From an optimization exercise on the open Yosys and OpenROAD flow, aimed at small area, a short achievable clock period and few clock cycles per item; shortcuts taken in it are not production practice. Function was checked by simulation only, so behaviour that the tests miss may differ from the original.

`flow/config.mk`:
```
export PLATFORM = sky130hd
export DESIGN_NAME = divider_400bit
export DESIGN_NICKNAME = divider_400bit
export VERILOG_FILES = /design/flow/design.v
export SDC_FILE = /design/flow/constraint.sdc
export NUM_CORES = 4
export LEC_CHECK = 0
export CAP_MARGIN = 20
export CORE_MARGIN = 2
export CORE_UTILIZATION = 40
export SLEW_MARGIN = 20
```
`flow/run.sh`:
```
#!/bin/bash
# synth_recipe.tcl (not shown) runs the flow's synth.tcl, then flattens the netlist and writes it again
# the make line also repeats each setting of config.mk as NAME=value (left out here)
make -C /OpenROAD-flow-scripts/flow DESIGN_CONFIG=/design/flow/config.mk WORK_HOME=/design/flow/orfs CLKGATE_MAP_FILE= SYNTH_SCRIPT=/design/flow/synth_recipe.tcl finish
```
`flow/constraint.sdc`:
```
create_clock -name core_clock -period 40.0 [get_ports {clk}]
set_input_delay 8.0000 -clock core_clock [delete_from_list [all_inputs] [get_ports {clk}]]
set_output_delay 8.0000 -clock core_clock [all_outputs]
set_load 0.01 [all_outputs]
```
`flow/design.v`:
```
module divider_400bit (
    input wire clk,
    input wire rst,
    input wire start,
    input wire [399:0] dividend,
    input wire [7:0] divisor,
    output reg [399:0] quotient,
    output reg done
);
    reg [7:0] residue;     
    reg [5:0] index;        
    reg working;            
    reg [15:0] current;     
    always @(posedge clk or posedge rst) begin
        if (rst) begin
            quotient <= 400'd0;
            residue <= 8'd0;
            index <= 0;
            working <= 0;
            done <= 0;
        end else begin
            if (start && !working) begin
                quotient <= 400'd0;
                residue <= 8'd0;
                index <= 0;
                working <= 1;
                done <= 0;
            end else if (working) begin
                current = {residue, dividend[399 - 8*index -: 8]};
                quotient[399 - 8*index -: 8] <= current / divisor;
                residue <= current % divisor;   
                if (index == 49) begin
                    working <= 0;
                    done <= 1;
                end else begin
                    index <= index + 1;
                end
            end else begin
                done <= 0;
            end
        end
    end
endmodule
```
==> key figures <==
Synth
  – Gate Count Post-Synth: 3049
  – Synth Warn #: 1
  – FF+latch count, synth: 416
  – Post-synth EDFFs: 0
  – Fraction of registers with async set/reset: 1.00
  – Most numerous cell in the Yosys netlist: nand2_1
  – Top post-synthesis cells by count: 604 x nand2_1, 416 x dfrtp_1, 409 x o21ai_0
  – Ys flop type: dfrtp_1
  – Post-synth design cell area: 0.0268 mm²
  – Leading area contributor after synthesis: dfrtp_1
  – Register area share after synthesis: 0.388
  – Yosys top cell area share: 0.388
  – Post-Syn Nets: 3575
  – Dominant cells by area after synthesis: dfrtp_1 39%, mux4_2 8.6%, nand2_1 8.4%
  – Distinct cells, synth: 99
  – Mean area per synthesized cell: 8.80 µm²

Global route
  – Grt total ovfl: 0
  – Largest net degree at the start of global routing: 145
  – Total Routing Usage GR: 0.349
  – Vias in the first global route: 27100
  – Initial antenna violation count: 12
  – First-pass GRT wire length: 181000 µm

Setup path
  – Worst EP arrival: 38.68 ns
  – Crit Path Category: in2reg
  – Cell family with most CP delay: compound AO/OA/AOI/OAI gates
  – Worst Path Required: 40.48 ns
  – CP max stage cell: or4_4
  – Slowest cell delay on critical path: 0.60 ns
  – Crit Path Max Fanout: 11
  – CP Capture Type: flop
  – Buffers plus inverters on the worst setup path: 7
  – Startpoint types: primary input
  – CP most frequent cell: o21a_1

Floorplanning
  – Starting density of the core: 0.406
  – Core area: 0.0661 mm²
  – IO Pins: 812
  – Row Count: 94
  – Die width: 263 µm
  – Die height: 263 µm
  – Total Die Area: 0.0692 mm²

Final layout
  – Finished Cell Area: 0.0379 mm²
  – Non-Filler Instances: 4705
  – Share of cells above drive strength 1: 0.0990
  – Final-stage net count: 4318
  – Area grow syn2layout: 41.1%

STA
  – Fin Clk Skew: 0.0534 ns
  – Max Fclk: 0.0262 GHz
  – Fin Hold WS: 0.478 ns
  – Worst-margin pin slew: 1.10 ns
  – Fin. max-slew vios: 0
  – Setup-failing EPs final: 0
  – Endpoints failing hold: 0
  – Min Tclk post-route: 38.21 ns
  – Rel. slew slack: 0.260
  – Crit share post-route: 0.955

Clock tree
  – Post-CTS Hold Buffers: 0
  – H-tree depth: 2
  – Sink Count: 416
  – Clock Tree Buf Depth: 3
  – CTS tree: done
  – Clock latency (worst-skew pair): 0.63 ns
  – CTS clock-pin slew for the worst setup and hold paths: 0.06 ns
  – Root buf cell: clkbuf_16
  – Number of buffers created by CTS: 47

Status
  – Status: timing/DRC/antenna clean

Detailed routing
  – WL/cell: 26.4 µm
  – # DRC: 0
  – TritonRoute pass-1 iters: 6
  – Vias/cell: 5.90
  – Final ANT Viol Nets: 0
  – DRT iter0 DRCs: 2666
  – Routed vias: 27700
  – WL final: 124000 µm

Placement
  – I/O Buffers: 811
  – Final GP Congestion: 0.982
  – DP Area: 0.0359 mm²
  – Placed Cells: 4599
  – Hpwl dp: 95000 µm

Flow run
  – Max cap viols: 0

Worst hold path
  – Hold crit path type: reg2reg
[flip-flops by register name (all words and copies together), names as in the netlist]
signal,count
working,1
residue,8
done,1
index,6
quotient,400
[tightest hold or removal path, delay by kind of cell (launching register included)]
| family | cells | cell delay (ns) |
|---|---|---|
| compound gates | 1 | 0.05 |
| simple gates | 1 | 0.05 |
| flops | 1 | 0.34 |
[cells by family (layout without fill, tap and decap cells)]
logic type / count (synthesis) / in the layout / synth area share
muxes: 182 / 182 / 0.117
buffers and inverters: 233 / 1014 / 0.0362
DFF: 416 / 416 / 0.388
xor gates and xnor gates: 53 / 53 / 0.0176
AOI/OAI and AO/OA: 924 / 924 / 0.206
adders and majority gates: 115 / 115 / 0.0539
and+or+nand+nor: 1126 / 1126 / 0.181
other: 0 / 11 / 0
[metrics by stage]
stage	setup TNS, ns	util	setup WS [ns]
5_1_grt	-5.37	0.573	-0.168
6_report	0	0.573	1.79
2_1_floorplan	0	-	1.98
3_5_place_dp	-22.02	0.543	-0.490
3_3_place_gp	0	0.543	0.779
4_1_cts	0	0.568	0.00848
[cell type report]
| cell class | count | area (µm²) |
|---|---|---|
| Fill cell | 5811 | 28200 |
| Multi-Input combinational cell | 2400 | 15900 |
| Sequential cell | 416 | 10400 |
| Timing Repair Buffer | 874 | 8620 |
| Clock buffer | 67 | 1370 |
| Tap cell | 864 | 1080 |
| Clock inverter | 20 | 270 |
| Inverter | 53 | 216 |
| Antenna cell | 11 | 27.5 |
[path summary, 6_finish.rpt]
check	start	end	slack [ns]	depth (start not counted)
max reg2reg	residue[7]$_DFFE_PP0P_	residue[4]$_DFFE_PP0P_	9.48	136
min reg2reg	quotient[344]$_DFFE_PP0P_	quotient[344]$_DFFE_PP0P_	0.48	2
min in group asynchronous	rst	quotient[277]$_DFFE_PP0P_	7.95	2
max	divisor[7]	residue[4]$_DFFE_PP0P_	1.79	137
min	quotient[344]$_DFFE_PP0P_	quotient[344]$_DFFE_PP0P_	0.48	2
max in group asynchronous	rst	quotient[80]$_DFFE_PP0P_	29.10	5
[what timing repair did]
action,in CTS,in global routing
resized for setup,0,56
endpoints found under the setup margin,0,105
buffers inserted,0,8
[placed cells by master (no fill, tap or decap), drive strengths merged, types with 9 or more instances in the layout]
| cell type | instances |
|---|---|
| nor2b | 16 |
| nand4 | 17 |
| ha | 114 |
| a211oi | 16 |
| a21oi | 232 |
| o31ai | 47 |
| diode | 11 |
| nand3 | 56 |
| mux2 | 36 |
| xor2 | 22 |
| a31oi | 9 |
| clkinv | 14 |
| buf | 63 |
| a21o | 18 |
| or3 | 16 |
| xnor2 | 31 |
| o311ai | 30 |
| mux2i | 44 |
| or2 | 11 |
| nand2 | 605 |
| clkbuf | 67 |
| mux4 | 102 |
| nor3b | 9 |
| o211ai | 23 |
| and2 | 13 |
| o21ai | 415 |
| inv | 55 |
| nor3 | 58 |
| dfrtp | 416 |
| nand2b | 19 |
| o21a | 47 |
| nor4 | 12 |
| and3 | 11 |
| nor2 | 259 |
| o22ai | 11 |
| clkdlybuf4s50 | 810 |
[layer usage]
metal,share of wire,up-vias,track usage
li1,-,12500,-
met1,0.38,13700,0.417
met2,0.48,1247,0.590
met3,0.061,292,0.0510
met4,0.077,0,0.222
met5,0,-,0
Testbench counts, summed over its fixed seeds: cycles 16,320, items 320.

-- static timing again, ports no longer ideal --
In the flow no input, the clock included, has a driving cell. The finished layout below was timed again as built, in two steps. Step 1 (the two cells are an assumption about what drives the block):
set clk [get_ports {clk}]
set_driving_cell -lib_cell sky130_fd_sc_hd__clkbuf_16 $clk
set_driving_cell -lib_cell sky130_fd_sc_hd__buf_2 [delete_from_list [all_inputs] $clk]
Step 2 moves the port delays by t, midway between the first and last clock arrival at a register: inputs arrive t later, outputs are due t later. That takes back most of the time a late clock gives input paths. a / b / c = ideal / step 1 / step 2; a / b = the first two.
t (ns): 0.671
setup WS [ns]: 1.794 / 1.840 / 1.169
clock arrival spread, ns: 0.053 / 0.054
After both steps this run still meets setup and hold. For this run, drivers alone change the setup slack by +0.046 ns; drivers and shift together by -0.625 ns.
